What follows belongs to an exercise in optimizing a design on an open flow for small area; a production flow would make more cautious choices. The RTL was checked by simulation tests, not by an equivalence proof against the original design.

==> flow/design.v (outline; a module is shown in full before it is edited, if it fits) <==
// module rom_addr_generate: 48 lines
// module ROM5_omega: 139 lines
// module s4p1_5: 13 lines
// module b4_unit_david: 37 lines
// module bkadd: 77 lines
// module bksub: 77 lines
// module pipe_line_b4_top_5: 38 lines
// module cmul: 1045 lines
// module fft_r4_stage5: 23 lines
module fft_r4_stage5(clk, rst, enable, data_in, data_out);
  // ...
==> flow/flow/run.sh <==
#!/bin/bash
# The standard layout, with three changes:
#  - the final ABC mapping of the standard synthesis uses flow/abc_area2.script
#    (two rounds of dc2 / dch -f / area-oriented map) instead of abc_area.script;
#  - after synthesis, flow/fa_polarity.py removes inverters between full-adder
#    cells by flipping the polarity of full adders (a full adder is self-dual);
#    registers, their names and cell types are those of the standard synthesis;
#  - the ports are buffered with sky130_fd_sc_hd__buf_1.
set -euo pipefail
HERE=$(pwd)
cat > my_synth.tcl <<TCL
proc abc {args} {
  set i [lsearch -exact \$args -script]
  if {\$i >= 0} { lset args [expr {\$i + 1}] $HERE/flow/abc_area2.script }
  yosys abc {*}\$args
}
source $HERE/synth_recipe.tcl
exec python3 $HERE/flow/fa_polarity.py \$::env(RESULTS_DIR)/1_2_yosys.v 2> $HERE/fa_polarity.log
TCL
bash standard.sh SYNTH_SCRIPT=$HERE/my_synth.tcl \
  "BUFFER_PORTS_ARGS=-buffer_cell sky130_fd_sc_hd__buf_1" finish > standard.log 2>&1
==> flow/flow/abc_area2.script <==
strash
dc2
dch -f
map -a
strash
dc2
dch -f
map -a
topo
stime -c
buffer -c
upsize -c
dnsize -c
==> flow/flow/fa_polarity.py <==
#!/usr/bin/env python3
# Removes inverters between full adders by flipping full-adder polarity.
# A full adder is self-dual: FA(~a,~b,~c) = (~sum, ~cout). Flipping one means
# feeding it the complements of its inputs (taken from the inputs of the
# inverters that drive them, or from new inverters) and giving its outputs'
# loads the complements (by dropping the inverters they drive, or adding one).
# A flip is made only when it removes more inverters than it adds.
# usage: fa_polarity.py netlist.v   (rewritten in place)
import re, sys, collections

path = sys.argv[1]
text = open(path).read()
inst_re = re.compile(r'^(\s*)(sky130_fd_sc_hd__\w+)\s+(\S+)\s*\((.*?)\);\s*$', re.S | re.M)
pin_re = re.compile(r'\.(\w+)\(\s*(.*?)\s*\)\s*(?:,|$)', re.S)

cells = {}      # name -> [type, {pin: net}]
order = []
for m in inst_re.finditer(text):
    typ, name, body = m.group(2), m.group(3), m.group(4)
    pins = {p: n.strip() for p, n in pin_re.findall(body)}
    cells[name] = [typ, pins]
    order.append(name)

INV = ('sky130_fd_sc_hd__inv_1', 'sky130_fd_sc_hd__clkinv_1')
FA = ('sky130_fd_sc_hd__fa_1', 'sky130_fd_sc_hd__fa_2')
OUTPINS = {'X', 'Y', 'Q', 'Q_N', 'SUM', 'COUT', 'HI', 'LO'}

driver = {}
loads = collections.defaultdict(set)
def is_out(typ, pin):
    return pin in OUTPINS
for name in order:
    typ, pins = cells[name]
    for p, n in pins.items():
        if is_out(typ, p): driver[n] = (name, p)
        else: loads[n].add((name, p))

# nets that are module ports cannot lose their meaning
hdr = text[:text.index(');')]
ports = set(re.findall(r'[\w\\.$\[\]]+', hdr))
portnets = set()
for n in list(driver) + list(loads):
    base = n.split('[')[0].strip()
    if base in ports or n in ports: portnets.add(n)

newid = [0]
newwires = []
def new_net():
    newid[0] += 1
    n = '_fap%d_' % newid[0]
    newwires.append(n)
    return n
def add_cell(typ, pins):
    newid[0] += 1
    name = '_fapc%d_' % newid[0]
    cells[name] = [typ, dict(pins)]
    order.append(name)
    for p, n in pins.items():
        if is_out(typ, p): driver[n] = (name, p)
        else: loads[n].add((name, p))
    return name
def del_cell(name):
    typ, pins = cells.pop(name)
    for p, n in pins.items():
        if is_out(typ, p):
            if driver.get(n) == (name, p): del driver[n]
        else: loads[n].discard((name, p))
def reconnect(cell, pin, net):
    typ, pins = cells[cell]
    old = pins[pin]
    loads[old].discard((cell, pin))
    pins[pin] = net
    loads[net].add((cell, pin))
def inv_of(net):
    # an existing inverter driven by net
    for c, p in loads[net]:
        if cells[c][0] in INV and p == 'A': return c
    return None
def is_const(n): return n in ("1'b0", "1'b1")

def input_cost(n):
    # (inverters removed, inverters added) to get the complement of net n
    if is_const(n): return 0, 0
    d = driver.get(n)
    if d and cells[d[0]][0] in INV:
        # complement available; inverter removable if this is its only load
        rem = 1 if (len(loads[n]) == 1 and n not in portnets) else 0
        return rem, 0
    if inv_of(n): return 0, 0
    return 0, 1

def output_cost(n):
    rem = 0; other = 0
    for c, p in loads[n]:
        if cells[c][0] in INV and p == 'A' and cells[c][1]['Y'] not in portnets: rem += 1
        else: other += 1
    if n in portnets: other += 1
    return rem, (1 if other else 0)

def gain(fa):
    typ, pins = cells[fa]
    r = a = 0
    seen = {}
    for p in ('A', 'B', 'CIN'):
        n = pins[p]
        if n in seen: continue
        seen[n] = 1
        x, y = input_cost(n)
        # a net feeding several pins of this cell: count once; removal only if all loads are here
        if x and sum(1 for c, q in loads[n] if c == fa) != len(loads[n]): x = 0
        r += x; a += y
    for p in ('SUM', 'COUT'):
        x, y = output_cost(pins[p]); r += x; a += y
    return r - a

def flip(fa):
    typ, pins = cells[fa]
    # inputs
    for p in ('A', 'B', 'CIN'):
        n = pins[p]
        if is_const(n):
            reconnect(fa, p, "1'b1" if n == "1'b0" else "1'b0"); continue
        d = driver.get(n)
        if d and cells[d[0]][0] in INV:
            x = cells[d[0]][1]['A']
            reconnect(fa, p, x)
            if not loads[n] and n not in portnets: del_cell(d[0])
            continue
        j = inv_of(n)
        if j: reconnect(fa, p, cells[j][1]['Y']); continue
        y = new_net(); add_cell('sky130_fd_sc_hd__inv_1', {'A': n, 'Y': y}); reconnect(fa, p, y)
    # outputs: the cell now drives the complement on a new net
    for p in ('SUM', 'COUT'):
        n = pins[p]
        phys = new_net()
        del driver[n]
        pins[p] = phys; driver[phys] = (fa, p)
        others = []
        for c, q in list(loads[n]):
            if cells[c][0] in INV and q == 'A' and cells[c][1]['Y'] not in portnets:
                y = cells[c][1]['Y']
                for c2, q2 in list(loads[y]): reconnect(c2, q2, phys)
                del_cell(c)
            else:
                others.append((c, q))
        if others or n in portnets:
            # keep net n with its logical value through a new inverter
            add_cell('sky130_fd_sc_hd__inv_1', {'A': phys, 'Y': n})

changed = True
flips = 0
while changed:
    changed = False
    for fa in [c for c in order if c in cells and cells[c][0] in FA]:
        if fa in cells and gain(fa) > 0:
            flip(fa); flips += 1; changed = True

# rewrite the module body
start = text.index(';', text.index('module')) + 1
end = text.rindex('endmodule')
body = text[start:end]
decls = [l for l in body.split('\n') if re.match(r'\s*(input|output|inout|wire|reg)\b', l)]
out = [text[:start]]
out += decls
for w in newwires: out.append('  wire %s;' % w)
for name in order:
    if name not in cells: continue
    typ, pins = cells[name]
    out.append('  %s %s (' % (typ, name))
    out.append(',\n'.join('    .%s(%s%s)' % (p, n, ' ' if n.startswith('\\') else '') for p, n in pins.items()))
    out.append('  );')
out.append(text[end:])
open(path, 'w').write('\n'.join(out))
ninv = sum(1 for c in cells.values() if c[0] in INV)
sys.stderr.write('fa_polarity: %d flips, %d inverters left\n' % (flips, ninv))
==> flow/standard.sh <==
#!/bin/bash
# synth_recipe.tcl (not shown) runs the flow's synth.tcl, then flattens the netlist and writes it again
# the make line also repeats each setting of config.mk as NAME=value (left out here)
make -C /OpenROAD-flow-scripts/flow DESIGN_CONFIG=/design/flow/config.mk WORK_HOME=/design/flow/orfs CLKGATE_MAP_FILE= SYNTH_SCRIPT=/design/flow/synth_recipe.tcl "${@:-finish}"
==> flow/config.mk <==
export PLATFORM = sky130hd
export DESIGN_NAME = fft_r4_stage5
export DESIGN_NICKNAME = fft_r4_stage5
export VERILOG_FILES = /design/flow/design.v
export SDC_FILE = /design/flow/constraint.sdc
export NUM_CORES = 4
export LEC_CHECK = 0
export ABC_AREA = 1
export CAP_MARGIN = 20
export CORE_MARGIN = 2
export CORE_UTILIZATION = 60
export CTS_BUF_LIST = sky130_fd_sc_hd__clkbuf_4
export CTS_CLUSTER_SIZE = 8
export PLACE_DENSITY = 0.68
export SLEW_MARGIN = 20
export SYNTH_MEMORY_MAX_BITS = 32768
==> flow/constraint.sdc <==
create_clock -name core_clock -period 7.0 [get_ports {clk}]
set_input_delay 1.4000 -clock core_clock [delete_from_list [all_inputs] [get_ports {clk}]]
set_output_delay 1.4000 -clock core_clock [all_outputs]
set_load 0.01 [all_outputs]
==> results.txt, run 1 <==
- Outcome: complete, no violations
- Die extent in x: ~250 µm
- End point of the critical path: dp.ppr[23]$_DFFE_PP_
- Initial detailed-routing violation count: approximately 2,300
- Overall routing resource usage: 27.97%
- WL final: between 80,000 and 90,000 µm
- Met1 GRT Util: roughly two fifths
- Share of post-route cells with drive strength above 1: roughly a tenth
- CTS H-Tree Depth: 3
- Highest layer used for signal routing: met5
- Number of signal-net buffers in the layout: 214
- Kind of launch point of the worst setup path: flip-flop
- Count of pins on the block boundary: 67
- Post-route non-filler standard cell count: ~5,000
- Netlist Area Pre-Place: 37,270 µm²
- Launch point of the worst hold path: dp.bf.m1i[11]$_DFFE_PP_
- Number of routed nets with antenna violations: 0
- Final max-slew violation count: 0
- Growth of design area from synthesis to finish: 9.119%
- Top delay family on crit path: adder cells
- Inverters, non-clock: roughly 580
- Average via count per standard cell: approximately 5.5
- Worst hold path depth: 0
- Multi-input logic cell count: 2,782
- Post-route cell area: approximately 41,000 µm²
- TritonCTS Sinks: just under 400
- Hold worst-path end: dp.bf.m2i[11]$_DFFE_PP_
- Pin count of the biggest net entering global routing: around 130
- Relative slew slack: between 30% and 40%
- Area of the die: around 64,000 µm²
- Dpl hpwl: ~66,000 µm
- Cell with the largest stage delay on the worst path: sky130_fd_sc_hd__fa_1
- Detailed Routing Iterations Pass 1: 6
- Cell depth of the worst setup path: 27
- Crit-path max FO: 13
- Footprint of the multi-input gates: 23,050 µm²
==> run 2: changes to the inputs <==
--- a/flow/flow/run.sh
+++ b/flow/flow/run.sh
@@ -3,6 +3,7 @@
 #  - the final ABC mapping of the standard synthesis uses flow/abc_area2.script
 #    (two rounds of dc2 / dch -f / area-oriented map) instead of abc_area.script;
-#  - after synthesis, flow/fa_polarity.py removes inverters between full-adder
-#    cells by flipping the polarity of full adders (a full adder is self-dual);
+#  - after synthesis, flow/fa_polarity.py chooses the polarity of each
+#    full-adder cell (a full adder is self-dual) and rebuilds the inverters so
+#    that each signal has at most one, as few as the polarities allow;
 #    registers, their names and cell types are those of the standard synthesis;
 #  - the ports are buffered with sky130_fd_sc_hd__buf_1.
==> flow/flow/fa_polarity.py (replaced) <==
#!/usr/bin/env python3
# Removes inverters around full-adder cells by choosing each full adder's
# polarity (a full adder is self-dual: FA(~a,~b,~c) = (~sum, ~cout)).
# Every inverter is taken out, each signal is kept in the polarity its driver
# gives, and one inverter per signal is added back where some load needs the
# complement. The polarities are chosen by local search to need the fewest.
# usage: fa_pol2.py netlist.v   (rewritten in place)
import re, sys, collections, random

path = sys.argv[1]
text = open(path).read()
inst_re = re.compile(r'^(\s*)(sky130_fd_sc_hd__\w+)\s+(\S+)\s*\((.*?)\);\s*$', re.S | re.M)
pin_re = re.compile(r'\.(\w+)\(\s*(.*?)\s*\)\s*(?:,|$)', re.S)
cells = {}; order = []
for m in inst_re.finditer(text):
    typ, name, body = m.group(2), m.group(3), m.group(4)
    cells[name] = [typ, {p: n.strip() for p, n in pin_re.findall(body)}]
    order.append(name)
INV = ('sky130_fd_sc_hd__inv_1', 'sky130_fd_sc_hd__clkinv_1')
FA = ('sky130_fd_sc_hd__fa_1', 'sky130_fd_sc_hd__fa_2')
OUTPINS = {'X', 'Y', 'Q', 'Q_N', 'SUM', 'COUT', 'HI', 'LO'}
start = text.index(';', text.index('module')) + 1
hdr = text[:start]
portnames = set(re.findall(r'[A-Za-z_][\w$]*', hdr))
def isport(n): return n.split('[')[0].strip() in portnames
def is_const(n): return n in ("1'b0", "1'b1")

driver = {}
for name in order:
    typ, pins = cells[name]
    for p, n in pins.items():
        if p in OUTPINS: driver[n] = (name, p)
# inverters that stay: those driving a port
inv_cells = [c for c in order if cells[c][0] in INV and not isport(cells[c][1]['Y'])]
inv_set = set(inv_cells)
def base(n):
    pol = 0
    seen = 0
    while True:
        d = driver.get(n)
        if d and d[0] in inv_set:
            n = cells[d[0]][1]['A']; pol ^= 1; seen += 1
            if seen > 50: raise Exception('loop')
        else:
            return n, pol
fas = [c for c in order if cells[c][0] in FA]
fa_idx = {c: i for i, c in enumerate(fas)}
# demands: for each load pin of a non-inverter cell: (base, pol, fa or None)
demands = collections.defaultdict(list)  # base -> list of (pol, fa_index or -1)
pinrefs = []   # (cell, pin, base, pol)
for name in order:
    if name in inv_set: continue
    typ, pins = cells[name]
    for p, n in pins.items():
        if p in OUTPINS: continue
        b, pol = base(n)
        fi = fa_idx.get(name, -1) if p in ('A', 'B', 'CIN') else -1
        pinrefs.append((name, p, b, pol))
        if not is_const(b): demands[b].append((pol, fi))
# physical polarity of a base signal: flip of the FA driving it
owner = {}
for c in fas:
    for p in ('SUM', 'COUT'):
        owner[cells[c][1][p]] = fa_idx[c]
# a base that is an output port, or drives one through a kept inverter: its FA may not flip
frozen = set()
for b in list(owner):
    if isport(b): frozen.add(owner[b])
for c in order:
    if cells[c][0] in INV and c not in inv_set:
        b, _ = base(cells[c][1]['A'])
        if b in owner: frozen.add(owner[b])
F = [0] * len(fas)
touch = collections.defaultdict(set)
for b, ds in demands.items():
    if b in owner: touch[owner[b]].add(b)
    for pol, fi in ds:
        if fi >= 0: touch[fi].add(b)
def cost_b(b):
    ph = F[owner[b]] if b in owner else 0
    for pol, fi in demands[b]:
        d = pol ^ (F[fi] if fi >= 0 else 0)
        if d != ph: return 1
    return 0
def total(): return sum(cost_b(b) for b in demands)
def delta(i):
    bs = touch[i]
    before = sum(cost_b(b) for b in bs)
    F[i] ^= 1
    after = sum(cost_b(b) for b in bs)
    F[i] ^= 1
    return after - before
cur = total()
start_cost = cur
best = cur; bestF = F[:]
rng = random.Random(1)
idx = [i for i in range(len(fas)) if i not in frozen]
for rnd in range(60):
    improved = True
    while improved:
        improved = False
        for i in idx:
            d = delta(i)
            if d < 0:
                F[i] ^= 1; cur += d; improved = True
    if cur < best: best = cur; bestF = F[:]
    # perturb: zero-gain and random moves
    F = bestF[:]; cur = best
    for i in rng.sample(idx, max(1, len(idx) // 10)):
        d = delta(i)
        if d <= 1: F[i] ^= 1; cur += d
F = bestF
assert total() == best
# rebuild
newcells = []
invnet = {}
k = [0]
def comp_net(b):
    if b not in invnet:
        k[0] += 1
        y = '_fapn%d_' % k[0]
        invnet[b] = y
        newcells.append(('sky130_fd_sc_hd__inv_1', '_fapi%d_' % k[0], {'A': b, 'Y': y}))
    return invnet[b]
for name, p, b, pol in pinrefs:
    fi = fa_idx.get(name, -1) if p in ('A', 'B', 'CIN') else -1
    d = pol ^ (F[fi] if fi >= 0 else 0)
    if is_const(b):
        v = (b == "1'b1") ^ d
        cells[name][1][p] = "1'b1" if v else "1'b0"
        continue
    ph = F[owner[b]] if b in owner else 0
    cells[name][1][p] = b if d == ph else comp_net(b)
# kept inverters (driving ports): their input demand
for c in order:
    if cells[c][0] in INV and c not in inv_set:
        b, pol = base(cells[c][1]['A'])
        ph = F[owner[b]] if b in owner else 0
        cells[c][1]['A'] = b if pol == ph else comp_net(b)
end = text.rindex('endmodule')
body = text[start:end]
decls = [l for l in body.split('\n') if re.match(r'\s*(input|output|inout|wire|reg)\b', l)]
out = [hdr] + decls + ['  wire %s;' % y for y in invnet.values()]
def em(typ, name, pins):
    out.append('  %s %s (' % (typ, name))
    out.append(',\n'.join('    .%s(%s%s)' % (p, n, ' ' if n.startswith('\\') else '') for p, n in pins.items()))
    out.append('  );')
for name in order:
    if name in inv_set: continue
    em(cells[name][0], name, cells[name][1])
for typ, name, pins in newcells: em(typ, name, pins)
out.append(text[end:])
open(path, 'w').write('\n'.join(out))
sys.stderr.write('fa_pol2: inverters %d -> %d (flips %d)\n' % (len(inv_cells), best, sum(F)))
--- a/flow/config.mk
+++ b/flow/config.mk
@@ -9,8 +9,8 @@
 export CAP_MARGIN = 20
 export CORE_MARGIN = 2
-export CORE_UTILIZATION = 60
+export CORE_UTILIZATION = 55
 export CTS_BUF_LIST = sky130_fd_sc_hd__clkbuf_4
 export CTS_CLUSTER_SIZE = 8
-export PLACE_DENSITY = 0.68
+export PLACE_DENSITY = 0.63
 export SLEW_MARGIN = 20
 export SYNTH_MEMORY_MAX_BITS = 32768
==> run 2 against run 1 <==
Net effect:
- cell count up 0.96%
- setup slack worse by 0.019 ns
- highest routed layer is now met4
- sequential share of layout area down 0.20 points
- clock skew up 0.016 ns
- non-clock buffer count up 21
- via count up 0.32%
- area after synthesis about the same
- design area up 0.71%
==> results.txt, run 2 <==
- Maximum cell stage delay along the critical path: 0.52 ns (was 0.57 ns)
- Endpoints failing hold: 0 (unchanged)
- Type of the worst setup path: reg2reg (unchanged)
- Growth of design area from synthesis to finish: 9.997% (was 9.119%)
- Count of pins on the block boundary: 67 (unchanged)
- Met1 GRT Util: 36.51% (was 38.48%)
- TritonCTS Sinks: 393 (unchanged)
- Final max-slew violation count: 0 (unchanged)
- Count of warnings emitted by yosys: 5 (unchanged)
- Max-capacitance violation count: 0 (unchanged)
- Clock Pin Slew Worst Setup and Hold Paths: 0.08 ns (was 0.06 ns)
- Slew @ Worst Pin: 0.9335 ns (was 1.036 ns)
- Highest Clock Rate: 0.1509 GHz (was 0.1513 GHz)
- Cell type with the highest occurrence count on the critical path: sky130_fd_sc_hd__fa_1 (unchanged)
- Pin count of the biggest net entering global routing: 86 (was 134)
- CTS Hold Bufs: 0 (unchanged)
- Outcome: complete, no violations (unchanged)
- Netlist Area Pre-Place: 37,230 µm² (was 37,270 µm²)
- Number of routed nets with antenna violations: 0 (unchanged)
- Number of buffers created by CTS: 108 (unchanged)
- Global-route wire length before repair: 146,300 µm (was 142,800 µm)
- RSZ-0062 raised after global routing: yes (unchanged)
- Global route overflow: 0 (unchanged)
- Post-route worst hold slack: 0.3545 ns (was 0.3608 ns)
- Cell chosen for the clock root: sky130_fd_sc_hd__clkbuf_4 (unchanged)
- Top delay family on crit path: adder cells (unchanged)
- Average via count per standard cell: 5.486 (was 5.521)
- Share of post-route cells with drive strength above 1: 11.21% (was 10.26%)
- Cell with the largest stage delay on the worst path: sky130_fd_sc_hd__fa_1 (unchanged)
- Overall routing resource usage: 26.17% (was 27.97%)
- Number of buffer and inverter stages on the critical path: 4 (was 3)
- Most frequent cells in the layout: 556 x sky130_fd_sc_hd__inv_1, 459 x sky130_fd_sc_hd__nand2_1, 350 x sky130_fd_sc_hd__fa_1 (was 533 x sky130_fd_sc_hd__inv_1, 462 x sky130_fd_sc_hd__nand2_1, 351 x sky130_fd_sc_hd__fa_1)
- Final setup vio count: 0 (unchanged)
- DRC violations left: 0 (unchanged)
- Clock tree from TritonCTS: built (unchanged)
- Final Cycle Share: 94.68% (was 94.41%)
- Average instance area after synthesis: 9.448 µm² (was 9.435 µm²)
- Port buffer count: 66 (unchanged)
- Total via count after detailed routing: 27,722 (was 27,633)
- Routability-driven placement congestion ratio: 0.9239 (was 0.9625)
- Final critical-path required period: 6.627 ns (was 6.608 ns)
- Area of the core region: 67,040 µm² (was 61,600 µm²)
- Wire length per cell: 17.74 µm (was 17.55 µm)
- Area of the die: 69,790 µm² (was 64,120 µm²)
- Dpl cells: 4,825 (was 4,790)
- Crit-path max FO: 8 (was 13)
- Worst Path Required: 7.65 ns (about the same)
- Class of the worst hold path: reg2reg (unchanged)
- Post-Syn Nets: 4,617 (was 4,626)
- Kind of end point of the critical path: flip-flop (unchanged)
- Height of the die: 264.2 µm (was 253.2 µm)
- Detailed Routing Iterations Pass 1: 6 (unchanged)
- Count of nets after finishing: 4,763 (was 4,751)
- Number of instances in the synthesized netlist: 3,941 (was 3,950)
- Clock latency at the later pin of the worst-skew pair: 0.95 ns (was 0.92 ns)
- Relative slew slack: 37.70% (was 30.70%)
- Commonest non-fill, non-tap cell in the layout: sky130_fd_sc_hd__inv_1 (unchanged)
- Site row count: 95 (was 91)
- CP Data Arrival Time: 7.28 ns (was 7.25 ns)
- Die extent in x: 264.2 µm (was 253.2 µm)
- WL final: 89,630 µm (was 87,810 µm)
- GRT met3 Usage: 4.353% (was 4.873%)
- Final setup skew: 0.08881 ns (was 0.07234 ns)
- Dpl hpwl: 67,140 µm (was 66,140 µm)
- Busiest layer in global routing: met2 (unchanged)
- Initial antenna violation count: 4 (was 3)
- Post-route non-filler standard cell count: 5,053 (was 5,005)
- Deepest clock path buffer count: 3 (unchanged)
- Worst-case register-to-register setup slack: 0.37 ns (was 0.39 ns)
- Met2 layer usage reported by global route: 41.72% (was 45.05%)
- CTS H-Tree Depth: 3 (unchanged)
- Kind of launch point of the worst setup path: flip-flop (unchanged)
- Number of global-route vias before repair: 27,863 (was 27,722)
- Starting density of the core: 55.54% (was 60.50%)
- Initial detailed-routing violation count: 1,924 (was 2,324)
run 2: worst reg2reg max path, delay by kind of cell, from the launching register on:
kind,cells,cell delay [ns]
AOI/OAI and AO/OA,10,1.43
xor gates and xnor gates,2,0.34
adders and majority gates,6,2.71
buffers and inverters,4,0.43
DFF,1,0.45
and+or+nand+nor,10,1.01
run 2: path summary, 6_finish.rpt:
| kind | startpoint | to | depth (start not counted) |
|---|---|---|---|
| hold / removal | dp.bf.m1i[9]$_DFFE_PP_ | dp.bf.m2i[9]$_DFFE_PP_ | 0 |
| setup / recovery | tw.mr[1]$_SDFFCE_PP0P_ | dp.ppr[23]$_DFFE_PP_ | 32 |
| max in group asynchronous | rst | tw.c[0]$_DFFE_PN0P_ | 2 |
| min in group asynchronous | rst | dp.dout[9]$_DFFE_PN0P_ | 2 |
| setup reg to reg | tw.mr[1]$_SDFFCE_PP0P_ | dp.ppr[23]$_DFFE_PP_ | 32 |
| hold reg to reg | dp.bf.m1i[9]$_DFFE_PP_ | dp.bf.m2i[9]$_DFFE_PP_ | 0 |
run 2: layer usage:
metal,vias up,wire (µm)
met1,13221,40130
li1,13356,-
met5,-,0
met4,0,2463
met3,209,6144
met2,936,40890
run 2: what timing repair did:
action | 4_1_cts | 5_1_grt
endpoints found under the setup margin | 0 | 43
hold endpoints to repair | 0 | 0
setup buffers | 0 | 25
resized for setup | 0 | 133
run 2: area by class of cell:
type	count	area (µm²)
diodes	5	12.51
fillers	5846	26080
inverters	567	2132
clock buffers	152	1141
multi-input cells	2782	23120
flip-flops and latches	393	11590
repair buffers	235	1603
well taps	873	1092
clock inverters	46	267.8
run 2: through the flow:
step	instance area [µm²]	util, %	TNS [ns]	setup WS, ns
3_3_place_gp	39050	58.24	0	0.2605
5_1_grt	40950	61.09	-0.1793	-0.04795
2_1_floorplan	37230	-	0	0.3596
6_report	40960	61.09	0	0.3727
4_1_cts	40460	60.35	0	0.1313
3_5_place_dp	39050	58.24	0	0.1475
==> run 3: changes to the inputs <==
--- a/flow/config.mk
+++ b/flow/config.mk
@@ -9,8 +9,8 @@
 export CAP_MARGIN = 20
 export CORE_MARGIN = 2
-export CORE_UTILIZATION = 55
+export CORE_UTILIZATION = 65
 export CTS_BUF_LIST = sky130_fd_sc_hd__clkbuf_4
 export CTS_CLUSTER_SIZE = 8
-export PLACE_DENSITY = 0.63
+export PLACE_DENSITY = 0.72
 export SLEW_MARGIN = 20
 export SYNTH_MEMORY_MAX_BITS = 32768
==> run 3 against run 2 <==
Net effect:
- clock-buffer cell count is 2 higher
- synthesized cell count unchanged
- sequential share of layout area grew 0.18 points
- area after synthesis stayed put
- non-clock buffer count is 2 higher
- global-route usage grew 7.1 points
- design area decreased by 0.63%
- maximum frequency shrank 1.7%
- first-iteration DRC count increased by 31%
- sequential cell count unchanged
- critical path type unchanged
==> results.txt, run 3 <==
- Most frequent cells in the layout: 558 x sky130_fd_sc_hd__inv_1, 461 x sky130_fd_sc_hd__nand2_1, 350 x sky130_fd_sc_hd__fa_1 (was 556 x sky130_fd_sc_hd__inv_1, 459 x sky130_fd_sc_hd__nand2_1, 350 x sky130_fd_sc_hd__fa_1)
- Worst-case register-to-register setup slack: 0.26 ns (was 0.37 ns)
- Clock Pin Slew Worst Setup and Hold Paths: 0.07 ns (was 0.08 ns)
- Footprint of the flip-flops and latches: 11,590 µm² (unchanged)
- Starting density of the core: 65.90% (was 55.54%)
- Final max-slew violation count: 0 (unchanged)
- Number of cells on the worst reg-to-reg path: 25 (was 32)
- Number of buffers created by CTS: 102 (was 108)
- Kind of launch point of the worst setup path: flip-flop (unchanged)
- Final setup skew: 0.09557 ns (was 0.08881 ns)
- Crit-path max FO: 13 (was 8)
- Area of the die: 59,210 µm² (was 69,790 µm²)
- Highest Clock Rate: 0.1483 GHz (was 0.1509 GHz)
- Height of the die: 243.3 µm (was 264.2 µm)
- Detailed Routing Iterations Pass 1: 7 (was 6)
- Overall routing resource usage: 33.26% (was 26.17%)
- Netlist Area Pre-Place: 37,230 µm² (unchanged)
- Share of post-route cells with drive strength above 1: 10.82% (was 11.21%)
- CP Data Arrival Time: 7.34 ns (was 7.28 ns)
- Count of fill cells added during filler insertion: 4,036 (was 5,846)
- Worst hold path depth: 0 (unchanged)
- Count of pins on the block boundary: 67 (unchanged)
- Number of routed nets with antenna violations: 0 (unchanged)
- Cell chosen for the clock root: sky130_fd_sc_hd__clkbuf_4 (unchanged)
- Number of instances in the synthesized netlist: 3,941 (unchanged)
- Global route overflow: 0 (unchanged)
- RSZ-0062 raised after global routing: yes (unchanged)
- Dpl hpwl: 74,140 µm (was 67,140 µm)
- Type of the worst setup path: reg2reg (unchanged)
- Global-route wire length before repair: 156,200 µm (was 146,300 µm)
- Footprint of the multi-input gates: 23,090 µm² (was 23,120 µm²)
- CTS H-Tree Depth: 3 (unchanged)
- Max-capacitance violation count: 0 (unchanged)
- Routability-driven placement congestion ratio: 0.9804 (was 0.9239)
- Final critical-path required period: 6.744 ns (was 6.627 ns)
- Kind of end point of the critical path: flip-flop (unchanged)
- Final setup vio count: 0 (unchanged)
- Die extent in x: 243.3 µm (was 264.2 µm)
- Post-Syn Nets: 4,617 (unchanged)
- Critical register-to-register path startpoint: tw.mi[1]$_SDFFCE_PP0P_ (was tw.mr[1]$_SDFFCE_PP0P_)
- Count of warnings emitted by yosys: 5 (unchanged)
- Clock latency at the later pin of the worst-skew pair: 0.91 ns (was 0.95 ns)
- Hold worst-path end: dp.bf.m2i[10]$_DFFE_PP_ (was dp.bf.m2i[9]$_DFFE_PP_)
- Endpoints failing hold: 0 (unchanged)
- Relative slew slack: 35.01% (was 37.70%)
- Commonest non-fill, non-tap cell in the layout: sky130_fd_sc_hd__inv_1 (unchanged)
- Crit path launch: tw.mi[1]$_SDFFCE_PP0P_ (was tw.mr[1]$_SDFFCE_PP0P_)
- Outcome: complete, no violations (unchanged)
- Total via count after detailed routing: 28,846 (was 27,722)
- Clock tree from TritonCTS: built (unchanged)
- Launch point of the worst hold path: dp.bf.m1i[10]$_DFFE_PP_ (was dp.bf.m1i[9]$_DFFE_PP_)
- Average via count per standard cell: 5.855 (was 5.486)
- Post-route non-filler standard cell count: 4,927 (was 5,053)
- Dpl cells: 4,711 (was 4,825)
- Number of global-route vias before repair: 29,948 (was 27,863)
- Port buffer count: 66 (unchanged)
- DRC violations left: 0 (unchanged)
- Initial detailed-routing violation count: 2,530 (was 1,924)
- Class of the worst hold path: reg2reg (unchanged)
- Area of the core region: 56,500 µm² (was 67,040 µm²)
- Worst Path Required: 7.60 ns (was 7.65 ns)
- Deepest clock path buffer count: 3 (unchanged)
- Pin count of the biggest net entering global routing: 85 (was 86)
- Average instance area after synthesis: 9.448 µm² (unchanged)
- Growth of design area from synthesis to finish: 9.308% (was 9.997%)
- Site row count: 87 (was 95)
- Slew @ Worst Pin: 0.9738 ns (was 0.9335 ns)
- Wire length per cell: 19.80 µm (was 17.74 µm)
- Count of nets after finishing: 4,759 (was 4,763)
- Initial antenna violation count: 5 (was 4)
- TritonCTS Sinks: 393 (unchanged)
- Terminus of the critical flop-to-flop path: dp.ppi[22]$_DFFE_PP_ (was dp.ppr[23]$_DFFE_PP_)
- WL final: 97,530 µm (was 89,630 µm)
- Final Cycle Share: 96.34% (was 94.68%)
run 3: cell count changes in the layout (fill, tap and decap cells not counted), moves of 3 or more:
cell and delta:
sky130_fd_sc_hd__clkinv_2 -8, sky130_fd_sc_hd__o21ai_2 -12, sky130_fd_sc_hd__buf_6 -3, sky130_fd_sc_hd__o21bai_2 +5, sky130_fd_sc_hd__clkinv_1 -5, sky130_fd_sc_hd__o21ai_0 +7
sky130_fd_sc_hd__o21bai_1 -5, sky130_fd_sc_hd__o21ai_1 +4, sky130_fd_sc_hd__buf_4 +9, sky130_fd_sc_hd__buf_12 -4
run 3: routing by layer:
layer	track usage [%]	up-vias	part of all wire, %
met5	0	-	0.027
met4	11.80	4	3.0
met3	5.761	237	8.5
met2	54.14	1275	47
met1	45.22	14003	41
li1	-	13327	-
run 3: final cells by class:
type / count / share of cell area, %
Clock inverter: 34 / 0.5534
Sequential cell: 393 / 28.47
Antenna cell: 4 / 0.02459
Multi-Input combinational cell: 2782 / 56.72
Clock buffer: 154 / 2.841
Timing Repair Buffer: 237 / 3.824
Tap cell: 756 / 2.324
Inverter: 567 / 5.239
run 3: how the worst max path moves through the flow:
stage | to | slack (ns) | cells past startpoint
CTS | dp.bf.ni[23]$_DFFE_PP_ | 0.01 | 35
global route | dp.bf.ni[23]$_DFFE_PP_ | -0.05 | 38
floorplan | dp.ppr[23]$_DFFE_PP_ | 0.36 | 31
global placement | dp.bf.nr[23]$_DFFE_PP_ | 0.15 | 38
detailed placement | dp.bf.ni[23]$_DFFE_PP_ | -0.05 | 35
finish | dp.ppi[22]$_DFFE_PP_ | 0.26 | 25
run 3: repair_timing:
action / 4_1_cts / 5_1_grt
setup endpoints to repair: 3 / 36
setup buffers: 0 / 24
gates cloned: 0 / 0
hold buffers: 0 / 0
resized for setup: 3 / 108
pin swaps: 0 / 31
run 3: per-stage QoR:
stage               setup TNS (ns)  hold slack [ns]  worst slack [ns]  util (%)  cell area [µm²]
CTS                              0           0.3535           0.01276     71.29            40280
finish                           0           0.3637            0.2563     72.04            40700
floorplan                        0           0.4003            0.3596         -            37230
detailed placement        -0.04837           0.4045          -0.04837     68.84            38890
global placement                 0           0.4005            0.1502     68.84            38890
global route               -0.1725           0.3761          -0.04843     72.04            40700
run 3: critical path: stages (launching register included):
cell and delay, ns:
sky130_fd_sc_hd__edfxtp_1 0.47, sky130_fd_sc_hd__nand2_1 0.12, sky130_fd_sc_hd__nor2_1 0.05, sky130_fd_sc_hd__a21oi_2 0.25
sky130_fd_sc_hd__buf_4 0.30, sky130_fd_sc_hd__o22ai_1 0.12, sky130_fd_sc_hd__xor2_1 0.24, sky130_fd_sc_hd__fa_1 0.50
sky130_fd_sc_hd__fa_1 0.53, sky130_fd_sc_hd__fa_1 0.49, sky130_fd_sc_hd__fa_1 0.56, sky130_fd_sc_hd__fa_1 0.44
sky130_fd_sc_hd__ha_1 0.32, sky130_fd_sc_hd__inv_1 0.05, sky130_fd_sc_hd__o21bai_1 0.26, sky130_fd_sc_hd__nand3_1 0.12
sky130_fd_sc_hd__nand2_1 0.15, sky130_fd_sc_hd__nand3_1 0.10, sky130_fd_sc_hd__nand2_1 0.09, sky130_fd_sc_hd__a31oi_1 0.12
sky130_fd_sc_hd__o21ai_1 0.23, sky130_fd_sc_hd__a21oi_1 0.12, sky130_fd_sc_hd__o21bai_1 0.22, sky130_fd_sc_hd__a31oi_2 0.16
sky130_fd_sc_hd__inv_1 0.10, sky130_fd_sc_hd__fa_1 0.41
==> run 4: changes to the inputs <==
--- a/flow/config.mk
+++ b/flow/config.mk
@@ -7,10 +7,11 @@
 export LEC_CHECK = 0
 export ABC_AREA = 1
+export ABC_CLOCK_PERIOD_IN_PS = 8000
 export CAP_MARGIN = 20
 export CORE_MARGIN = 2
-export CORE_UTILIZATION = 65
+export CORE_UTILIZATION = 60
 export CTS_BUF_LIST = sky130_fd_sc_hd__clkbuf_4
 export CTS_CLUSTER_SIZE = 8
-export PLACE_DENSITY = 0.72
+export PLACE_DENSITY = 0.68
 export SLEW_MARGIN = 20
 export SYNTH_MEMORY_MAX_BITS = 32768
==> run 4 against run 3 <==
Net effect:
- clock-buffer cell count is 13 higher
- first-iteration DRC count decreased by 26%
- area after synthesis unchanged
- still clean
- design area fell by 0.39%
- critical path type unchanged
- routed wire length shrank 9.5%
- core utilization down 6.1 points
==> results.txt, run 4 <==
- CP Data Arrival Time: 7.21 ns (was 7.34 ns)
- TritonCTS Sinks: 393 (unchanged)
- Initial antenna violation count: 2 (was 5)
- Final max-slew violation count: 0 (unchanged)
- Worst-case register-to-register setup slack: 0.41 ns (was 0.26 ns)
- Netlist Area Pre-Place: 37,230 µm² (unchanged)
- Overall routing resource usage: 28.18% (was 33.26%)
- Terminus of the critical flop-to-flop path: dp.ppr[23]$_DFFE_PP_ (was dp.ppi[22]$_DFFE_PP_)
- Site row count: 91 (was 87)
- Final setup vio count: 0 (unchanged)
- Cell with the largest stage delay on the worst path: sky130_fd_sc_hd__fa_1 (unchanged)
- Relative slew slack: 34.04% (was 35.01%)
- Growth of design area from synthesis to finish: 8.885% (was 9.308%)
- Number of buffers created by CTS: 107 (was 102)
- Count of warnings emitted by yosys: 5 (unchanged)
- Die extent in x: 253.1 µm (was 243.3 µm)
- Instance area after placement: 38,870 µm² (was 38,890 µm²)
- Port buffer count: 66 (unchanged)
- Number of routed nets with antenna violations: 0 (unchanged)
- Kind of launch point of the worst setup path: flip-flop (unchanged)
- Wire length per cell: 17.84 µm (was 19.80 µm)
- Detailed Routing Iterations Pass 1: 6 (was 7)
- Post-route cell area: 40,540 µm² (was 40,700 µm²)
- Dpl hpwl: 67,050 µm (was 74,140 µm)
- Crit-path max FO: 11 (was 13)
- Count of pins on the block boundary: 67 (unchanged)
- Total via count after detailed routing: 27,524 (was 28,846)
- CTS H-Tree Depth: 3 (unchanged)
- WL final: 88,260 µm (was 97,530 µm)
- Type of the worst setup path: reg2reg (unchanged)
- Average instance area after synthesis: 9.448 µm² (unchanged)
- Cell chosen for the clock root: sky130_fd_sc_hd__clkbuf_4 (unchanged)
- Cell depth of the worst setup path: 26 (was 25)
- Outcome: complete, no violations (unchanged)
- CTS Hold Bufs: 0 (unchanged)
- Total Negative Setup Slacks: 0 ns (unchanged)
- Initial detailed-routing violation count: 1,881 (was 2,530)
- Starting density of the core: 60.56% (was 65.90%)
- Kind of end point of the critical path: flip-flop (unchanged)
- DRC violations left: 0 (unchanged)
- Final Cycle Share: 94.14% (was 96.34%)
- Post-Syn Nets: 4,617 (unchanged)
- Clock latency at the later pin of the worst-skew pair: 0.92 ns (was 0.91 ns)
- Top delay family on crit path: adder cells (unchanged)
- Clock tree from TritonCTS: built (unchanged)
- Most frequent cells in the layout: 558 x sky130_fd_sc_hd__inv_1, 462 x sky130_fd_sc_hd__nand2_1, 350 x sky130_fd_sc_hd__fa_1 (was 558 x sky130_fd_sc_hd__inv_1, 461 x sky130_fd_sc_hd__nand2_1, 350 x sky130_fd_sc_hd__fa_1)
- Number of instances in the synthesized netlist: 3,941 (unchanged)
- Global route overflow: 0 (unchanged)
- Number of buffer and inverter stages on the critical path: 4 (was 3)
- RSZ-0062 raised after global routing: yes (unchanged)
- Crit path launch: tw.mr[1]$_SDFFCE_PP0P_ (was tw.mi[1]$_SDFFCE_PP0P_)
- Area of the die: 64,060 µm² (was 59,210 µm²)
- Deepest clock path buffer count: 3 (unchanged)
- Class of the worst hold path: reg2reg (unchanged)
- Slew @ Worst Pin: 0.9883 ns (was 0.9738 ns)
- Global-route wire length before repair: 143,100 µm (was 156,200 µm)
- Final setup skew: 0.1007 ns (was 0.09557 ns)
- Final critical-path required period: 6.590 ns (was 6.744 ns)
- Average via count per standard cell: 5.564 (was 5.855)
- Cell type with the highest occurrence count on the critical path: sky130_fd_sc_hd__fa_1 (unchanged)
- Max-capacitance violation count: 0 (unchanged)
- Count of nets after finishing: 4,742 (was 4,759)
- Highest Clock Rate: 0.1517 GHz (was 0.1483 GHz)
- Pin count of the biggest net entering global routing: 95 (was 85)
- Endpoints failing hold: 0 (unchanged)
- Worst Path Required: 7.63 ns (was 7.60 ns)
- Clock Pin Slew Worst Setup and Hold Paths: 0.06 ns (was 0.07 ns)
- Share of post-route cells with drive strength above 1: 10.26% (was 10.82%)
- Number of global-route vias before repair: 27,679 (was 29,948)
- Critical register-to-register path startpoint: tw.mr[1]$_SDFFCE_PP0P_ (was tw.mi[1]$_SDFFCE_PP0P_)
- Height of the die: 253.1 µm (was 243.3 µm)
- Commonest non-fill, non-tap cell in the layout: sky130_fd_sc_hd__inv_1 (unchanged)
- Routability-driven placement congestion ratio: 0.9608 (was 0.9804)
- Number of cells on the worst reg-to-reg path: 26 (was 25)
- End point of the critical path: dp.ppr[23]$_DFFE_PP_ (was dp.ppi[22]$_DFFE_PP_)
- Area of the core region: 61,480 µm² (was 56,500 µm²)
- Maximum cell stage delay along the critical path: 0.54 ns (was 0.56 ns)
-- run 4: area by class of cell --
cell class	count	area [µm²]
Inverter	567	2128
Antenna cell	3	7.507
Sequential cell	393	11590
Tap cell	790	988.4
Clock inverter	30	168.9
Timing Repair Buffer	215	1396
Multi-Input combinational cell	2782	23010
Fill cell	5087	20940
Clock buffer	167	1254
-- run 4: through the flow --
stage	util, %	hold WS (ns)	cells	setup slack [ns]
global route	65.94	0.3774	4947	-0.02476
finish	65.94	0.3502	4947	0.4101
detailed placement	63.22	0.4045	4736	0.05311
CTS	65.54	0.3557	4933	0.1233
global placement	63.22	0.4003	4736	0.1539
floorplan	-	0.4003	3941	0.3596
-- run 4: repair_timing --
item                                    4_1_cts  5_1_grt
resized for setup                             0       92
endpoints found under the setup margin        0       28
buffers inserted                              0       11
-- run 4: worst min-delay path by stage --
| stage | start | endpoint | cells past startpoint |
|---|---|---|---|
| global placement | dp.bf.m1r[5]$_DFFE_PP_ | dp.bf.m2r[5]$_DFFE_PP_ | 0 |
| detailed placement | dp.bf.m1i[22]$_DFFE_PP_ | dp.bf.m2i[22]$_DFFE_PP_ | 0 |
| floorplan | dly.d0[0]$_DFFE_PP_ | dly.d1[0]$_DFFE_PP_ | 0 |
| CTS | dp.bf.m1r[1]$_DFFE_PP_ | dp.bf.m2r[1]$_DFFE_PP_ | 0 |
| finish | dp.bf.m1r[1]$_DFFE_PP_ | dp.bf.m2r[1]$_DFFE_PP_ | 0 |
| global route | dp.bf.m1r[1]$_DFFE_PP_ | dp.bf.m2r[1]$_DFFE_PP_ | 0 |
-- run 4: layer usage --
metal  part of all wire (%)  track usage, %
met1                     45           39.12
met2                     46           45.51
met3                    6.6           4.605
met4                    2.3           8.842
met5                      0               0
-- run 4: worst reg2reg max path, cell delays in order, from the launching register on --
cell                       delay, ns
sky130_fd_sc_hd__edfxtp_1       0.47
sky130_fd_sc_hd__buf_4          0.18
sky130_fd_sc_hd__nand2_1        0.06
sky130_fd_sc_hd__inv_1          0.07
sky130_fd_sc_hd__nor2_4         0.28
sky130_fd_sc_hd__buf_4          0.30
sky130_fd_sc_hd__xor2_1         0.24
sky130_fd_sc_hd__fa_1           0.44
sky130_fd_sc_hd__fa_1           0.49
sky130_fd_sc_hd__fa_1           0.48
sky130_fd_sc_hd__fa_1           0.54
sky130_fd_sc_hd__fa_1           0.42
sky130_fd_sc_hd__ha_1           0.33
sky130_fd_sc_hd__a21oi_1        0.14
sky130_fd_sc_hd__nand2_1        0.11
sky130_fd_sc_hd__nand3_1        0.08
sky130_fd_sc_hd__nand2_1        0.10
sky130_fd_sc_hd__a31oi_2        0.19
sky130_fd_sc_hd__nor2_1         0.06
sky130_fd_sc_hd__o21ai_0        0.15
sky130_fd_sc_hd__nand2_1        0.13
sky130_fd_sc_hd__a21oi_1        0.15
sky130_fd_sc_hd__o21bai_1       0.11
sky130_fd_sc_hd__a31oi_1        0.23
sky130_fd_sc_hd__inv_1          0.08
sky130_fd_sc_hd__fa_1           0.38
sky130_fd_sc_hd__xor2_1         0.16
==> run 5: changes to the inputs <==
--- a/flow/config.mk
+++ b/flow/config.mk
@@ -7,5 +7,4 @@
 export LEC_CHECK = 0
 export ABC_AREA = 1
-export ABC_CLOCK_PERIOD_IN_PS = 8000
 export CAP_MARGIN = 20
 export CORE_MARGIN = 2
==> run 5 against run 4 <==
Net effect:
- still clean
- sequential cell count did not move
- critical path type unchanged
- worst hold slack did not move
==> results.txt, run 5 <==
- Launch point of the worst hold path: dp.bf.m1r[1]$_DFFE_PP_ (unchanged)
- Overall routing resource usage: 28.18% (unchanged)
- GRT met3 Usage: 4.605% (unchanged)
- Initial detailed-routing violation count: 1,881 (unchanged)
- Count of fill cells added during filler insertion: 5,087 (unchanged)
- Crit-path max FO: 11 (unchanged)
- Global route overflow: 0 (unchanged)
- Highest Clock Rate: 0.1517 GHz (unchanged)
- Initial antenna violation count: 2 (unchanged)
- Number of cells on the worst reg-to-reg path: 26 (unchanged)
- Clock latency at the later pin of the worst-skew pair: 0.92 ns (about the same)
- TritonCTS Sinks: 393 (unchanged)
- Number of global-route vias before repair: 27,679 (unchanged)
- Final max-slew violation count: 0 (unchanged)
- Kind of launch point of the worst setup path: flip-flop (unchanged)
- Met1 GRT Util: 39.12% (unchanged)
- Total via count after detailed routing: 27,524 (unchanged)
- CTS Hold Bufs: 0 (unchanged)
- Type of the worst setup path: reg2reg (unchanged)
- CP Data Arrival Time: 7.21 ns (about the same)
- Netlist Area Pre-Place: 37,230 µm² (unchanged)
- Wire length per cell: 17.84 µm (unchanged)
- Number of buffers created by CTS: 107 (unchanged)
- Average via count per standard cell: 5.564 (unchanged)
- Worst Path Required: 7.63 ns (about the same)
- Total Negative Setup Slacks: 0 ns (unchanged)
- WL final: 88,260 µm (unchanged)
- Height of the die: 253.1 µm (unchanged)
- Die extent in x: 253.1 µm (unchanged)
- Clock Pin Slew Worst Setup and Hold Paths: 0.06 ns (about the same)
- Final setup vio count: 0 (unchanged)
- Worst-case register-to-register setup slack: 0.41 ns (about the same)
- Hold worst-path end: dp.bf.m2r[1]$_DFFE_PP_ (unchanged)
- Final Cycle Share: 94.14% (unchanged)
- Final setup skew: 0.1007 ns (unchanged)
- Kind of end point of the critical path: flip-flop (unchanged)
- Dpl cells: 4,736 (unchanged)
- Post-Syn Nets: 4,617 (unchanged)
- Terminus of the critical flop-to-flop path: dp.ppr[23]$_DFFE_PP_ (unchanged)
- Site row count: 91 (unchanged)
- Number of instances in the synthesized netlist: 3,941 (unchanged)
- Clock tree from TritonCTS: built (unchanged)
- RSZ-0062 raised after global routing: yes (unchanged)
- Relative slew slack: 34.04% (unchanged)
- Number of routed nets with antenna violations: 0 (unchanged)
- Footprint of the multi-input gates: 23,010 µm² (unchanged)
- Post-route worst hold slack: 0.3502 ns (unchanged)
- Detailed Routing Iterations Pass 1: 6 (unchanged)
- Endpoints failing hold: 0 (unchanged)
- Count of pins on the block boundary: 67 (unchanged)
- Starting density of the core: 60.56% (unchanged)
- Count of nets after finishing: 4,742 (unchanged)
- CTS H-Tree Depth: 3 (unchanged)
- Max-capacitance violation count: 0 (unchanged)
- Average instance area after synthesis: 9.448 µm² (unchanged)
- Count of warnings emitted by yosys: 5 (unchanged)
- Area of the core region: 61,480 µm² (unchanged)
- Share of post-route cells with drive strength above 1: 10.26% (unchanged)
- Most frequent cells in the layout: 558 x sky130_fd_sc_hd__inv_1, 462 x sky130_fd_sc_hd__nand2_1, 350 x sky130_fd_sc_hd__fa_1 (unchanged)
- Port buffer count: 66 (unchanged)
- Critical register-to-register path startpoint: tw.mr[1]$_SDFFCE_PP0P_ (unchanged)
- Pin count of the biggest net entering global routing: 95 (unchanged)
- Post-route non-filler standard cell count: 4,947 (unchanged)
- Global-route wire length before repair: 143,100 µm (unchanged)
- Routability-driven placement congestion ratio: 0.9608 (unchanged)
- Outcome: complete, no violations (unchanged)
- DRC violations left: 0 (unchanged)
- Met2 layer usage reported by global route: 45.51% (unchanged)
- Class of the worst hold path: reg2reg (unchanged)
- Final critical-path required period: 6.590 ns (unchanged)
- Area of the die: 64,060 µm² (unchanged)
- Footprint of the flip-flops and latches: 11,590 µm² (unchanged)
- Deepest clock path buffer count: 3 (unchanged)
- Worst hold path depth: 0 (unchanged)
- Commonest non-fill, non-tap cell in the layout: sky130_fd_sc_hd__inv_1 (unchanged)
- Growth of design area from synthesis to finish: 8.885% (unchanged)
- Slew @ Worst Pin: 0.9883 ns (unchanged)
- Busiest layer in global routing: met2 (unchanged)
- Dpl hpwl: 67,050 µm (unchanged)
- Cell chosen for the clock root: sky130_fd_sc_hd__clkbuf_4 (unchanged)
run 5: timing repair:
item	CTS	global route
gates resized for setup	0	92
buffers inserted	0	11
endpoints found under the setup margin	0	28
run 5: layout make-up:
class                      count  area share, %
multi-input combinational   2782          56.76
sequential                   393          28.58
inverter                     567          5.250
timing repair buffer         215          3.444
clock buffer                 167          3.092
tap                          790          2.438
clock inverter                30         0.4166
antenna                        3        0.01852
run 5: how the worst max path moves through the flow:
stage | startpoint | endpoint
6_report | tw.mr[1]$_SDFFCE_PP0P_ | dp.ppr[23]$_DFFE_PP_
5_1_grt | dp.ppi[0]$_DFFE_PP_ | dp.dout[13]$_DFFE_PN0P_
4_1_cts | dp.ppi[0]$_DFFE_PP_ | dp.bf.nr[23]$_DFFE_PP_
3_5_place_dp | dp.ppr[0]$_DFFE_PP_ | dp.bf.nr[23]$_DFFE_PP_
3_3_place_gp | dp.ppr[0]$_DFFE_PP_ | dp.bf.nr[23]$_DFFE_PP_
2_1_floorplan | tw.nr$_DFFE_PP_ | dp.ppr[23]$_DFFE_PP_
run 5: critical path, stage by stage, from the launching register on:
cell and delay [ns]:
sky130_fd_sc_hd__edfxtp_1 0.47, sky130_fd_sc_hd__buf_4 0.18, sky130_fd_sc_hd__nand2_1 0.06, sky130_fd_sc_hd__inv_1 0.07, sky130_fd_sc_hd__nor2_4 0.28, sky130_fd_sc_hd__buf_4 0.30
sky130_fd_sc_hd__xor2_1 0.24, sky130_fd_sc_hd__fa_1 0.44, sky130_fd_sc_hd__fa_1 0.49, sky130_fd_sc_hd__fa_1 0.48, sky130_fd_sc_hd__fa_1 0.54, sky130_fd_sc_hd__fa_1 0.42
sky130_fd_sc_hd__ha_1 0.33, sky130_fd_sc_hd__a21oi_1 0.14, sky130_fd_sc_hd__nand2_1 0.11, sky130_fd_sc_hd__nand3_1 0.08, sky130_fd_sc_hd__nand2_1 0.10, sky130_fd_sc_hd__a31oi_2 0.18
sky130_fd_sc_hd__nor2_1 0.06, sky130_fd_sc_hd__o21ai_0 0.15, sky130_fd_sc_hd__nand2_1 0.13, sky130_fd_sc_hd__a21oi_1 0.15, sky130_fd_sc_hd__o21bai_1 0.11, sky130_fd_sc_hd__a31oi_1 0.23
sky130_fd_sc_hd__inv_1 0.08, sky130_fd_sc_hd__fa_1 0.38, sky130_fd_sc_hd__xor2_1 0.16
run 5: layer usage:
layer | up-vias | wire length (µm) | part of all wire, %
met5 | - | 0 | 0
met4 | 0 | 2047 | 2.3
met3 | 161 | 5810 | 6.6
met2 | 931 | 40870 | 46
met1 | 13116 | 39530 | 45
li1 | 13316 | - | -
run 5: metrics by stage:
stage	setup slack, ns	utilization [%]	area [µm²]
2_1_floorplan	0.3596	-	37230
3_3_place_gp	0.1539	63.22	38870
3_5_place_dp	0.05311	63.22	38870
4_1_cts	0.1233	65.54	40290
5_1_grt	-0.02476	65.94	40540
6_report	0.4101	65.94	40540
==> run 6: changes to the inputs <==
--- a/flow/config.mk
+++ b/flow/config.mk
@@ -7,4 +7,5 @@
 export LEC_CHECK = 0
 export ABC_AREA = 1
+export ABC_CLOCK_PERIOD_IN_PS = 6300
 export CAP_MARGIN = 20
 export CORE_MARGIN = 2
==> run 6 against run 5 <==
Net effect:
- largest cell class unchanged
- first-iteration DRC count unchanged
- clock skew is the same
- die area is the same
==> results.txt, run 6 <==
- Cell depth of the worst setup path: 26 (unchanged)
- CTS H-Tree Depth: 3 (unchanged)
- Area of the core region: 61,480 µm² (unchanged)
- Area of the die: 64,060 µm² (unchanged)
- Worst hold path depth: 0 (unchanged)
- Post-route worst hold slack: 0.3502 ns (unchanged)
- Average instance area after synthesis: 9.448 µm² (unchanged)
- Clock latency at the later pin of the worst-skew pair: 0.92 ns (about the same)
- Pin count of the biggest net entering global routing: 95 (unchanged)
- Number of instances in the synthesized netlist: 3,941 (unchanged)
- Final setup skew: 0.1007 ns (unchanged)
- Crit-path max FO: 11 (unchanged)
- Number of global-route vias before repair: 27,679 (unchanged)
- Clock Pin Slew Worst Setup and Hold Paths: 0.06 ns (about the same)
- Final max-slew violation count: 0 (unchanged)
- Endpoints failing hold: 0 (unchanged)
- Initial detailed-routing violation count: 1,881 (unchanged)
- Netlist Area Pre-Place: 37,230 µm² (unchanged)
- Final Cycle Share: 94.14% (unchanged)
- Global route overflow: 0 (unchanged)
- Class of the worst hold path: reg2reg (unchanged)
- Site row count: 91 (unchanged)
- Cell chosen for the clock root: sky130_fd_sc_hd__clkbuf_4 (unchanged)
- Cell with the largest stage delay on the worst path: sky130_fd_sc_hd__fa_1 (unchanged)
- Highest Clock Rate: 0.1517 GHz (unchanged)
- Overall routing resource usage: 28.18% (unchanged)
- Count of warnings emitted by yosys: 5 (unchanged)
- CP Data Arrival Time: 7.21 ns (about the same)
- Top delay family on crit path: adder cells (unchanged)
- Die extent in x: 253.1 µm (unchanged)
- Height of the die: 253.1 µm (unchanged)
- Relative slew slack: 34.04% (unchanged)
- WL final: 88,260 µm (unchanged)
- Post-Syn Nets: 4,617 (unchanged)
- Initial antenna violation count: 2 (unchanged)
- Max-capacitance violation count: 0 (unchanged)
- Maximum cell stage delay along the critical path: 0.54 ns (about the same)
- Port buffer count: 66 (unchanged)
- Count of nets after finishing: 4,742 (unchanged)
- Kind of launch point of the worst setup path: flip-flop (unchanged)
- Core utilization of the finished layout: 65.94% (unchanged)
- Dpl hpwl: 67,050 µm (unchanged)
- TritonCTS Sinks: 393 (unchanged)
- Outcome: complete, no violations (unchanged)
- Slew @ Worst Pin: 0.9883 ns (unchanged)
- Worst Path Required: 7.63 ns (about the same)
- Type of the worst setup path: reg2reg (unchanged)
- Clock tree from TritonCTS: built (unchanged)
- Wire length per cell: 17.84 µm (unchanged)
- Share of post-route cells with drive strength above 1: 10.26% (unchanged)
- Commonest non-fill, non-tap cell in the layout: sky130_fd_sc_hd__inv_1 (unchanged)
- Detailed Routing Iterations Pass 1: 6 (unchanged)
- RSZ-0062 raised after global routing: yes (unchanged)
- Total via count after detailed routing: 27,524 (unchanged)
- Routability-driven placement congestion ratio: 0.9608 (unchanged)
- Global-route wire length before repair: 143,100 µm (unchanged)
- Number of routed nets with antenna violations: 0 (unchanged)
- Count of pins on the block boundary: 67 (unchanged)
- DRC violations left: 0 (unchanged)
- Number of buffer and inverter stages on the critical path: 4 (unchanged)
- Cell type with the highest occurrence count on the critical path: sky130_fd_sc_hd__fa_1 (unchanged)
- Starting density of the core: 60.56% (unchanged)
- Kind of end point of the critical path: flip-flop (unchanged)
- Most frequent cells in the layout: 558 x sky130_fd_sc_hd__inv_1, 462 x sky130_fd_sc_hd__nand2_1, 350 x sky130_fd_sc_hd__fa_1 (unchanged)
- Growth of design area from synthesis to finish: 8.885% (unchanged)
- CTS Hold Bufs: 0 (unchanged)
- Number of buffers created by CTS: 107 (unchanged)
- Final critical-path required period: 6.590 ns (unchanged)
- Average via count per standard cell: 5.564 (unchanged)
- Deepest clock path buffer count: 3 (unchanged)
- Number of cells on the worst reg-to-reg path: 26 (unchanged)
- Count of fill cells added during filler insertion: 5,087 (unchanged)
- Final setup vio count: 0 (unchanged)
-- run 6: cell counts in the layout (fill, tap and decap cells not counted) --
No cell type changed its count.
-- run 6: final cells by class --
type                    count  area (µm²)  share of cell area [%]
diodes                      3       7.507                 0.01852
inverters                 567        2128                   5.250
flip-flops and latches    393       11590                   28.58
clock inverters            30       168.9                  0.4166
clock buffers             167        1254                   3.092
well taps                 790       988.4                   2.438
multi-input cells        2782       23010                   56.76
repair buffers            215        1396                   3.444
-- run 6: worst paths after layout --
kind                                         from                       to  slack [ns]
max                        tw.mr[1]$_SDFFCE_PP0P_     dp.ppr[23]$_DFFE_PP_        0.41
min                        dp.bf.m1r[1]$_DFFE_PP_   dp.bf.m2r[1]$_DFFE_PP_        0.35
max reg2reg                tw.mr[1]$_SDFFCE_PP0P_     dp.ppr[23]$_DFFE_PP_        0.41
min reg2reg                dp.bf.m1r[1]$_DFFE_PP_   dp.bf.m2r[1]$_DFFE_PP_        0.35
max in group asynchronous                     rst       tw.vld$_DFFE_PN0P_        5.88
min in group asynchronous                     rst  dp.dout[20]$_DFFE_PN0P_        0.59
-- run 6: layer usage --
layer	up-vias	routed length [µm]	GRT usage [%]
met5	-	0	0
met2	931	40870	45.51
met4	0	2047	8.842
met3	161	5810	4.605
met1	13116	39530	39.12
li1	13316	-	-
-- run 6: timing repair --
| item | CTS | global route |
|---|---|---|
| resized for setup | 0 | 92 |
| endpoints found under the setup margin | 0 | 28 |
| buffers inserted | 0 | 11 |
-- run 6: through the flow --
step	instances	area (µm²)	setup WS, ns	TNS [ns]
6_report	4947	40540	0.4101	0
5_1_grt	4947	40540	-0.02476	-0.07227
4_1_cts	4933	40290	0.1233	0
3_5_place_dp	4736	38870	0.05311	0
3_3_place_gp	4736	38870	0.1539	0
2_1_floorplan	3941	37230	0.3596	0

[re-timing with driven ports]
No port has a modelled driver above. Below, the same layouts with a new extraction and two added sets of constraints.
Step 1, drivers: a clkbuf_16 drives clk and a buf_2 each remaining input, both assumed.
Step 2 times the ports against the registers' clock, not the clock port: input delays grow and output delays shrink by t, the midpoint of the rising clock arrivals with the driver on.
Three values: ideal ports, drivers, drivers and shift; two values: the first two.
run | t (ns) | setup WS [ns] | worst data-port slew with drivers (ns)
run 1 | 0.944 | 0.392 / 0.392 / 0.392 | 0.04
run 2 | 0.974 | 0.373 / 0.373 / 0.373 | 0.04
run 3 | 0.923 | 0.256 / 0.256 / 0.256 | 0.07
run 4 | 0.929 | 0.410 / 0.410 / 0.410 | 0.05
run 5 | 0.929 | 0.410 / 0.410 / 0.410 | 0.05
run 6 | 0.929 | 0.410 / 0.410 / 0.410 | 0.05
After both steps every run listed still meets setup and hold.
